What follows belongs to an exercise in optimizing a design on an open flow for small area; a production flow would make more cautious choices. In this exercise RTL edits were held to simulation tests only and were not proved equivalent to the original. Power is estimated from default activity; no workload was simulated.

===== flow/design.v =====
module fenping(
input clk_50M,
input rst,
output reg clk_1Hz
);
reg [31:0] time_count;
always@(posedge clk_50M)
	if(rst)begin
		time_count<=32'd0;
		clk_1Hz<=0;
		end
	else if(time_count==32'd1000)begin
		time_count<=32'd0;
		clk_1Hz<=1;
		end
	else begin
		time_count<=time_count+32'd1;
		clk_1Hz<=0;
		end
endmodule
module set_mode(
input clk_50M,
input rst,
input alarm_SW,
input MODE_SW,
output reg [3:0] led_mode,
output [3:0] state_mode
);
reg [3:0] mode_state;
always@(posedge clk_50M)
	if(rst)
		mode_state<=4'd0;
	else
	case({alarm_SW,MODE_SW})
		2'b00:mode_state<=4'd0;
		2'b01:mode_state<=4'd1;
		2'b10:mode_state<=4'd2;
		2'b11:mode_state<=4'd3;
		default:;
	endcase
always@(posedge clk_50M)
	case(mode_state)
		4'd0:led_mode<=4'b0001;
		4'd1:led_mode<=4'b0010;
		4'd2:led_mode<=4'b0100;
		4'd3:led_mode<=4'b1000;
		default:;
	endcase
assign state_mode=mode_state;
endmodule
module jishi(
input clk_50M,
input rst,
input clk_1Hz,
input [3:0] state_mode,
input AH_key,
input AM_key,
output [3:0] week_day,
output [7:0] hour_time,
output [7:0] minute_time,
output [7:0] second_time
);
wire AH_key_negedge;
wire AM_key_negedge;
reg AH_key_buf0;
reg AH_key_buf1;
reg AM_key_buf0;
reg AM_key_buf1;
always@(posedge clk_50M)
if(rst)begin
	AH_key_buf0<=1'b0;
	AH_key_buf1<=1'b0;
end
else
begin
	AH_key_buf0<=AH_key;
	AH_key_buf1<=AH_key_buf0;
end
always@(posedge clk_50M)
if(rst)begin
	AM_key_buf0<=1'b0;
	AM_key_buf1<=1'b0;
end
else
begin
	AM_key_buf0<=AM_key;
	AM_key_buf1<=AM_key_buf0;
end
assign AH_key_negedge=~AH_key_buf0 & AH_key_buf1;
assign AM_key_negedge=~AM_key_buf0 & AM_key_buf1; 
reg [7:0] hour;
reg [7:0] minute;
reg [7:0] second;
reg [3:0] week;
always@(posedge clk_50M)
	if(rst)
		week<=4'd1;
	else
	case(state_mode)
		4'd0,4'd2,4'd3:
			if(clk_1Hz)
				if(hour==8'd23 && minute==8'd59 && second==8'd59)
					if(week==4'd7)
						week<=4'd1;
					else
						week<=week+4'd1;
				else
					week<=week;
		default:;
	endcase
assign week_day=week;						
always@(posedge clk_50M)
	if(rst)begin
		hour<=8'd12;
		minute<=8'd59;
		second<=8'd00;
		end
	else
	case(state_mode)
		4'd0,4'd2,4'd3:
			if(clk_1Hz)
				if(hour==8'd23 && minute==8'd59 && second==8'd59)begin
					hour<=8'd0;  
					minute<=8'd0;  
					second<=8'd0;
					end
				else if(minute==8'd59 && second==8'd59)begin  
				   hour<=hour+8'd1;
					minute<=8'd0;  
					second<=8'd0;				
					end
				else if(second==8'd59)begin  
				   hour<=hour;
					minute<=minute+8'd1;  
					second<=8'd0;				
					end	
				else begin  
				   hour<=hour;
					minute<=minute;  
					second<=second+8'd1;				
					end
		4'd1:begin
			if(AH_key_negedge)
				if(hour==8'd23)
					hour<=8'd0;
				else
					hour<=hour+8'd1;
			else
				;
			if(AM_key_negedge)
				if(minute==8'd59)
					minute<=8'd0;
				else
					minute<=minute+8'd1;
			else
				;
			end
		default:;
	endcase
assign hour_time=hour;
assign minute_time=minute;
assign second_time=second;
endmodule
module alarm_clock(
input clk_50M,
input rst,
input [3:0] state_mode,
input AH_key,
input AM_key,
output [7:0] alarm_hour_time,
output [7:0] alarm_minute_time,
output [7:0] alarm_second_time
);
wire AH_key_negedge;
wire AM_key_negedge;
reg AH_key_buf0;
reg AH_key_buf1;
reg AM_key_buf0;
reg AM_key_buf1;
always@(posedge clk_50M)
if(rst)begin
	AH_key_buf0<=1'b0;
	AH_key_buf1<=1'b0;
end
else
begin
	AH_key_buf0<=AH_key;
	AH_key_buf1<=AH_key_buf0;
end
always@(posedge clk_50M)
if(rst)begin
	AM_key_buf0<=1'b0;
	AM_key_buf1<=1'b0;
end
else
begin
	AM_key_buf0<=AM_key;
	AM_key_buf1<=AM_key_buf0;
end
assign AH_key_negedge=~AH_key_buf0 & AH_key_buf1;
assign AM_key_negedge=~AM_key_buf0 & AM_key_buf1;
reg [7:0] hour;
reg [7:0] minute;
wire [7:0] second=8'd00;
always@(posedge clk_50M)
	if(rst)begin
		hour<=8'd21;
		minute<=8'd59;
		end
	else if(state_mode==4'd3)begin	
			if(AH_key_negedge)
				if(hour==8'd23)
					hour<=8'd0;
				else
					hour<=hour+8'd1;
			else
				hour<=hour;
			if(AM_key_negedge)
				if(minute==8'd59)
					minute<=8'd0;
				else
					minute<=minute+8'd1;
			else
				minute<=minute;
		end
assign alarm_hour_time=hour;
assign alarm_minute_time=minute;
assign alarm_second_time=second;
endmodule
module Bell(
input clk_50M,
input rst,
input [7:0] alarm_hour_time,
input [7:0] alarm_minute_time,
input [7:0] alarm_second_time,
input [7:0] hour_time,
input [7:0] minute_time,
input [7:0] second_time,
output bell_out
);
reg alarm_bell;
always@(posedge clk_50M)
	if(rst)
		alarm_bell<=0;
	else if(alarm_hour_time==hour_time && alarm_minute_time==minute_time && second_time<8'd6)
		alarm_bell<=1;
	else if(minute_time==8'd0 && second_time<8'd6)
		alarm_bell<=1;
	else	
		alarm_bell<=0;
assign bell_out=alarm_bell;
endmodule
module display(
	input clk,
	input rst,
	input SW_hour,
	input bell_en,
	input [3:0] state_mode,
	input [7:0] alarm_hour_time,
   input [7:0] alarm_minute_time,
   input [7:0] alarm_second_time,
	input [7:0] hour_time,
	input [7:0] minute_time,
	input [7:0] second_time,
	input [3:0] week_day,
	output  reg [7:0] HEX0,
	output  reg [7:0] HEX1,
	output  reg [7:0] HEX2,
	output  reg [7:0] HEX3,
	output  reg [7:0] HEX4,
	output  reg [7:0] HEX5,
	output  reg [7:0] HEX6 
);
reg [7:0] display_hour_time;
reg [7:0] display_minute_time;
reg [7:0] display_second_time;
always@(posedge clk)
	case(state_mode)
		4'd0,4'd1:
			if(SW_hour==1)
				begin
					if(hour_time>=12)
						display_hour_time<=hour_time-12;
					else
						display_hour_time<=hour_time;
				display_minute_time<=minute_time;
				display_second_time<=second_time;		
				end
			else
				begin
				display_hour_time<=hour_time;
				display_minute_time<=minute_time;
				display_second_time<=second_time;
				end
		4'd2,4'd3:
			begin
			display_hour_time<=alarm_hour_time;
			display_minute_time<=alarm_minute_time;
			display_second_time<=alarm_second_time;
			end
	default:;
endcase
reg [3:0] second_time_one;
reg [3:0] second_time_ten;
reg [3:0] minute_time_one;
reg [3:0] minute_time_ten;
reg [3:0] hour_time_one;
reg [3:0] hour_time_ten;
always @(posedge clk ) 
begin
		second_time_one <= display_second_time %8'd10;
		second_time_ten <= display_second_time /8'd10;
		minute_time_one <= display_minute_time %8'd10;
		minute_time_ten <= display_minute_time /8'd10;
		hour_time_one <= display_hour_time %8'd10;
		hour_time_ten <= display_hour_time /8'd10;
end
reg [31:0] time_count;
reg clk_bell;
always@(posedge clk)
	if(rst)begin
		time_count<=32'd0;
		clk_bell<=0;
		end
	else if(time_count==32'd250)begin
		time_count<=32'd0;
		clk_bell<=~clk_bell;
		end
	else begin
		time_count<=time_count+32'd1;
		end
always @(posedge clk)
begin
	if(bell_en==1 && clk_bell)
		HEX0<= 8'b1111_1111;
	else
		case (second_time_one)  
		8'd0: HEX0<= 8'b1100_0000;
		8'd1: HEX0<= 8'b1111_1001;
		8'd2: HEX0<= 8'b1010_0100;
		8'd3: HEX0<= 8'b1011_0000;
		8'd4: HEX0<= 8'b1001_1001;
		8'd5: HEX0<= 8'b1001_0010;
		8'd6: HEX0<= 8'b1000_0010;
		8'd7: HEX0<= 8'b1111_1000;
		8'd8: HEX0<= 8'b1000_0000;
		8'd9: HEX0<= 8'b1001_0000;
		default:;
		endcase
end
always @(posedge clk)
begin
	if(bell_en==1 && clk_bell)
		HEX1<= 8'b1111_1111;
	else
		case (second_time_ten)  
		8'd0: HEX1<= 8'b1100_0000;
		8'd1: HEX1<= 8'b1111_1001;
		8'd2: HEX1<= 8'b1010_0100;
		8'd3: HEX1<= 8'b1011_0000;
		8'd4: HEX1<= 8'b1001_1001;
		8'd5: HEX1<= 8'b1001_0010;
		8'd6: HEX1<= 8'b1000_0010;
		8'd7: HEX1<= 8'b1111_1000;
		8'd8: HEX1<= 8'b1000_0000;
		8'd9: HEX1<= 8'b1001_0000;
		default:;
		endcase
end
always @(posedge clk)
begin
	if(bell_en==1 && clk_bell)
		HEX2<= 8'b1111_1111;
	else
		case (minute_time_one)  
		8'd0: HEX2<= 8'b1100_0000;
		8'd1: HEX2<= 8'b1111_1001;
		8'd2: HEX2<= 8'b1010_0100;
		8'd3: HEX2<= 8'b1011_0000;
		8'd4: HEX2<= 8'b1001_1001;
		8'd5: HEX2<= 8'b1001_0010;
		8'd6: HEX2<= 8'b1000_0010;
		8'd7: HEX2<= 8'b1111_1000;
		8'd8: HEX2<= 8'b1000_0000;
		8'd9: HEX2<= 8'b1001_0000;
		default:;
		endcase
end
always @(posedge clk)
begin
	if(bell_en==1 && clk_bell)
		HEX3<= 8'b1111_1111;
	else
		case (minute_time_ten)  
		8'd0: HEX3<= 8'b1100_0000;
		8'd1: HEX3<= 8'b1111_1001;
		8'd2: HEX3<= 8'b1010_0100;
		8'd3: HEX3<= 8'b1011_0000;
		8'd4: HEX3<= 8'b1001_1001;
		8'd5: HEX3<= 8'b1001_0010;
		8'd6: HEX3<= 8'b1000_0010;
		8'd7: HEX3<= 8'b1111_1000;
		8'd8: HEX3<= 8'b1000_0000;
		8'd9: HEX3<= 8'b1001_0000;
		default:;
		endcase
end
always @(posedge clk)
begin
	if(bell_en==1 && clk_bell)
		HEX4<= 8'b1111_1111;
	else
		case (hour_time_one)  
		8'd0: HEX4<= 8'b1100_0000;
		8'd1: HEX4<= 8'b1111_1001;
		8'd2: HEX4<= 8'b1010_0100;
		8'd3: HEX4<= 8'b1011_0000;
		8'd4: HEX4<= 8'b1001_1001;
		8'd5: HEX4<= 8'b1001_0010;
		8'd6: HEX4<= 8'b1000_0010;
		8'd7: HEX4<= 8'b1111_1000;
		8'd8: HEX4<= 8'b1000_0000;
		8'd9: HEX4<= 8'b1001_0000;
		default:;
		endcase
end
always @(posedge clk)
begin
	if(bell_en==1 && clk_bell)
		HEX5<= 8'b1111_1111;
	else
		case (hour_time_ten)
		8'd0: HEX5<= 8'b1100_0000;
		8'd1: HEX5<= 8'b1111_1001;
		8'd2: HEX5<= 8'b1010_0100;
		8'd3: HEX5<= 8'b1011_0000;
		8'd4: HEX5<= 8'b1001_1001;
		8'd5: HEX5<= 8'b1001_0010;
		8'd6: HEX5<= 8'b1000_0010;
		8'd7: HEX5<= 8'b1111_1000;
		8'd8: HEX5<= 8'b1000_0000;
		8'd9: HEX5<= 8'b1001_0000;
		default:;
		endcase
end
always @(posedge clk)
begin
		case (week_day)  
		8'd0: HEX6<= 8'b1100_0000;
		8'd1: HEX6<= 8'b1111_1001;
		8'd2: HEX6<= 8'b1010_0100;
		8'd3: HEX6<= 8'b1011_0000;
		8'd4: HEX6<= 8'b1001_1001;
		8'd5: HEX6<= 8'b1001_0010;
		8'd6: HEX6<= 8'b1000_0010;
		8'd7: HEX6<= 8'b1111_1000;
		8'd8: HEX6<= 8'b1000_0000;
		8'd9: HEX6<= 8'b1001_0000;
		default:;
		endcase
end
endmodule
module Digital_clock(
input clk_50M,
input rst,
input alarm_SW,
input MODE_SW,
input AH_key,
input AM_key,
input SW_hour,
output [3:0] led_mode,
output  [7:0] HEX0,
output  [7:0] HEX1,
output  [7:0] HEX2,
output  [7:0] HEX3,
output  [7:0] HEX4,
output  [7:0] HEX5,
output  [7:0] HEX6
);
wire [3:0] state_mode;
wire [7:0] hour_time;
wire [7:0] minute_time;
wire [7:0] second_time;
wire [7:0] alarm_hour_time;
wire [7:0] alarm_minute_time;
wire [7:0] alarm_second_time;
wire clk_1Hz;
wire bell_out;
wire [3:0] week_day;
fenping fenping_Hz(
. clk_50M(clk_50M),
. rst(rst),
. clk_1Hz(clk_1Hz)
);
set_mode i_set_mode(
. clk_50M(clk_50M),
. rst(rst),
. alarm_SW(alarm_SW),
. MODE_SW(MODE_SW),
. led_mode(led_mode),
. state_mode(state_mode)
);
jishi i_jishi(
. clk_50M(clk_50M),
. rst(rst),
. clk_1Hz(clk_1Hz),
. state_mode(state_mode),
. AH_key(AH_key),
. AM_key(AM_key),
. week_day(week_day),
. hour_time(hour_time),
. minute_time(minute_time),
. second_time(second_time)
);
alarm_clock i_alarm_clock(
. clk_50M(clk_50M),
. rst(rst),
. state_mode(state_mode),
. AH_key(AH_key),
. AM_key(AM_key),
. alarm_hour_time(alarm_hour_time),
. alarm_minute_time(alarm_minute_time),
. alarm_second_time(alarm_second_time)
);
Bell i_Bell(
. clk_50M(clk_50M),
. rst(rst),
. alarm_hour_time(alarm_hour_time),
. alarm_minute_time(alarm_minute_time),
. alarm_second_time(alarm_second_time),
. hour_time(hour_time),
. minute_time(minute_time),
. second_time(second_time),
. bell_out(bell_out)
);
display i_display(
. clk(clk_50M),
. rst(rst),
. SW_hour(SW_hour),
. state_mode(state_mode),
. bell_en(bell_out),
. week_day(week_day),
. hour_time(hour_time),
. minute_time(minute_time),
. second_time(second_time),
. alarm_hour_time(alarm_hour_time),
. alarm_minute_time(alarm_minute_time),
. alarm_second_time(alarm_second_time),
. HEX0(HEX0),
. HEX1(HEX1),
. HEX2(HEX2),
. HEX3(HEX3),
. HEX4(HEX4),
. HEX5(HEX5),
. HEX6(HEX6) 
);
endmodule

===== flow/run.sh =====
#!/bin/bash
# synth_recipe.tcl (not shown) runs the flow's synth.tcl, then flattens the netlist and writes it again
# the make line also repeats each setting of config.mk as NAME=value (left out here)
make -C /OpenROAD-flow-scripts/flow DESIGN_CONFIG=/design/flow/config.mk WORK_HOME=/design/flow/orfs CLKGATE_MAP_FILE= SYNTH_SCRIPT=/design/flow/synth_recipe.tcl finish

===== flow/config.mk =====
export PLATFORM = sky130hd
export DESIGN_NAME = Digital_clock
export DESIGN_NICKNAME = Digital_clock
export VERILOG_FILES = /design/flow/design.v
export SDC_FILE = /design/flow/constraint.sdc
export NUM_CORES = 4
export LEC_CHECK = 0
export CAP_MARGIN = 20
export CORE_MARGIN = 2
export CORE_UTILIZATION = 40
export PLACE_DENSITY = 0.6
export SLEW_MARGIN = 20

===== flow/constraint.sdc =====
create_clock -name core_clock -period 10.0 [get_ports {clk_50M}]
set_input_delay 2.0000 -clock core_clock [delete_from_list [all_inputs] [get_ports {clk_50M}]]
set_output_delay 2.0000 -clock core_clock [all_outputs]
set_load 0.01 [all_outputs]

==> run notes <==
Status -> timing/DRC/antenna clean
Number of core rows -> 61
First-pass GRT wire length -> 38400 um
First-iteration detailed-routing DRC count -> 622
Number of buffers between clock root and the deepest sink -> 3
Worst slew pin tran -> 1040 ps
Crit-path max cell delay -> 560 ps
Buffers inserted during post-CTS setup optimization -> 0
Cell chosen for the clock root -> clkbuf_16
Die Span X -> 171 um
Path class of the lowest-slack min-delay path -> reg -> reg
Capturing element type of the critical path -> output pin
Number of warnings printed during yosys synthesis -> 6
Number of pins exceeding their max-slew limit in the final report -> 0
Yosys cell types -> 75
Die area -> 0.0294 sq mm
Share of total power consumed by net switching -> 0.281
Async set or reset register ratio after synthesis -> 0
Share of total power in combinational logic -> 0.208
Final critical-path required period -> 3430 ps
Crit path max-delay family -> buffers and inverters
Final hold viol count -> 0
DRT antenna net count -> 0
Boundary Pins -> 67
Vert. Die Dim -> 171 um
DRC -> 0
Commonest non-fill, non-tap cells in the layout -> dfxtp_1, nor2_1, nand2_1
Seq/Total Area, Yosys -> 0.417
H-Tree Level Count -> 1
Fin nets -> 1341
Post-DR wirelength/cell -> 13.2 um
Switching component of the power -> 0.733 mW
Routed wl met2 -> 9530 um
Met3 routed WL -> 865 um
RSZ-0062 raised after global routing -> no
Synthesis-to-finish area growth -> 14.1%
Basic-gate share of the synthesized area counting and, or, nand and nor cells -> 0.245
Leakage Power -> 4.74 nW
Worst Slack Setup Final -> 6570 ps
Share of the synthesized netlist area taken by xor and xnor gates -> 0.0985
Adder and majority gate portion of the synthesized area -> 0.0274
Half-perimeter wire length of the detailed placement result -> 15400 um
Post-Route M1 WL -> 11800 um
Non-Filler Instances -> 1710
Area occupied by registers -> 0.00467 sq mm
Final weighted congestion in routability-driven placement -> 0.787
CTS tree -> yes
Pwr per Cell Area -> 204 mW/mm^2
Core ar. -> 0.0277 sq mm
Count of placed standard cells including taps -> 1662
Share of the core filled with cells -> 0.461
Overall track demand over capacity in global routing -> 0.153
Final WL -> 22600 um
Synthesized area divided by synthesized cell count -> 8.58 sq um
Clock network fraction of total power -> 0.349
Top_reg_cell synth -> dfxtp_1
Sum of negative setup slack -> 0 ps
Clock latency reported for the late side of the worst-skew pair -> 520 ps
Synth Area in Compound Gates -> 0.149
Clock transition at the registers of the reported paths -> 60 ps
F_max -> 0.291 GHz
Ant diodes -> 0
Number of CTS-inserted buffers -> 26
Sinks on Clock Net -> 218
Number of antenna violations at the first check in global routing -> 0
Internal Power -> 1.88 mW
Fraction of power consumed by sequential logic -> 0.443
Vias in the first global route -> 7905
Slowest library cell on the worst path -> clkdlybuf4s50_1
Cell area after synthesis -> 0.0112 sq mm
Setup violators final -> 0
Most common library cell in the layout ignoring fill and taps -> dfxtp_1
Setup crit start kind -> flop
Crit share post-route -> 0.343
Maximum number of pins on one net before global-route repair -> 42
Max-cap viol count -> 0
Worst EP arrival -> 1430 ps
Remaining global-route overflow -> 0
First drt pass iteration count -> 4
Cell count after synthesis -> 1305
Total area of multi-input combinational cells -> 0.00606 sq mm
Layout Skew -> 13.9 ps
Number of enable-type register cells in the synthesized netlist -> 31
CTS hold repair buffers -> 0
Uppermost layer routed -> met4
PostCTS Resize Cnt -> 0
Total via count in the routed design -> 8831
Total power after layout -> 2.61 mW
Maximum ir drop on the vdd rail -> 0.119 mV
Series of cell instances along the critical path -> clkdlybuf4s50_1
Type of the worst setup path -> reg -> out
Max-Slew Margin vs Limit -> 0.303
Worst Path Max Fanout -> 2
Buffering stage count on the worst path with inverters included -> 1
Filler Cells Inserted -> 2714
Worst setup timing slack at the placement stage -> 6280 ps
CP required -> 8000 ps
Main combinational cell family by area after synthesis -> simple AND/OR/NAND/NOR gates
Detail-routed via count per cell -> 5.16
Fraction of synthesized area in multiplexers -> 0.0175
Effective utilization at floorplan -> 0.404
Port-buffer cells -> 59
Layout cells sized above 1 -> 0.0533
Seq cells post-synth -> 218
## registers in the layout (all words and copies together) (netlist names), 8 cells and up
signal and count:
fenping_Hz.time_count 32, i_display.time_count 32, i_alarm_clock.hour 8, i_alarm_clock.minute 8, i_display.display_hour_time 8, i_display.display_minute_time 8, i_display.display_second_time 8, i_jishi.hour 8
i_jishi.minute 8, i_jishi.second 8
## worst paths after layout
kind / from / cells past startpoint / slack (ps) / to
worst min-delay path: i_display.display_hour_time[0] / 0 / 340 / i_display.hour_time_one[0]
worst max-delay path: i_display.HEX2[2] / 1 / 6570 / HEX2[2]
worst min register to register: i_display.display_hour_time[0] / 0 / 340 / i_display.hour_time_one[0]
worst max register to register: i_display.display_second_time[5] / 9 / 7000 / i_display.second_time_one[1]
## power groups by stage
| stage | Combinational (mW) | Sequential [mW] | Clock [mW] |
|---|---|---|---|
| floorplan | 0.399 | 1.11 | 0 |
| global placement | 0.537 | 1.17 | 0 |
| detailed placement | 0.545 | 1.18 | 0 |
| CTS | 0.548 | 1.16 | 0.937 |
| global route | 0.611 | 1.18 | 0.973 |
| finish | 0.543 | 1.16 | 0.911 |
## area by class of cell
type,instances,share of cell area
clock inverter,6,0.00401
tap,378,0.0370
inverter,36,0.0106
multi-input combinational,969,0.474
clock buffer,42,0.0613
sequential,218,0.366
timing repair buffer,61,0.0474
## stage by stage
stage	hold WS, ps	area, sq um
2_1_floorplan	323	11200
3_3_place_gp	331	11900
3_5_place_dp	328	11900
4_1_cts	340	12800
5_1_grt	347	12800
6_report	340	12800
## layer usage
layer,track usage,vias up
li1,-,4590
met1,0.226,4066
met2,0.235,145
met3,0.0221,30
met4,0.0346,0
met5,0,-
## cell families (layout without fill, tap and decap cells)
kind of cell | count (synthesis) | after routing
mux | 18 | 18
other cells | 1 | 7
compound gates | 261 | 261
xor+xnor | 126 | 126
fa+ha+maj | 25 | 25
simple gates | 532 | 532
buf+inv | 124 | 145
flops | 218 | 218
## Yosys cell counts, types with 19 or more instances
library cell / n / area (sq um)
a21oi_1: 65 / 325
edfxtp_1: 31 / 931
nand4_1: 22 / 138
and3_1: 23 / 144
inv_1: 35 / 131
xor2_1: 78 / 683
o21ai_0: 82 / 410
o22ai_1: 21 / 131
nor2b_1: 26 / 163
clkbuf_1: 67 / 251
ha_1: 22 / 275
dfxtp_1: 187 / 3740
xnor2_1: 48 / 420
nor4_1: 19 / 119
nand3_1: 59 / 295
nor3_1: 21 / 105
nand2_1: 120 / 450
nor2_1: 124 / 465

-- separate check: timing with driven ports --
In the flow no input, the clock included, has a driving cell. The finished layout below was timed again as built, in two steps. Step 1 (the two cells are an assumption about what drives the block):
set clk [get_ports {clk_50M}]
set_driving_cell -lib_cell sky130_fd_sc_hd__clkbuf_16 $clk
set_driving_cell -lib_cell sky130_fd_sc_hd__buf_2 [delete_from_list [all_inputs] $clk]
Step 2 times the ports against the registers' clock, not the clock port: input delays grow and output delays shrink by t, the midpoint of the rising clock arrivals with the driver on. Three values: ideal, step 1, step 2; two values: the first two.
shift t [ns]: 0.561
slack for setup (ns): 6.569 / 6.524 / 6.273
hold slack, ns: 0.340 / 0.340 / 0.340
cell pins on the clock port's net: 1
After both steps setup and hold are still met in this run. The setup slack of this run moves by -0.045 ns with the drivers and by -0.296 ns with both steps.
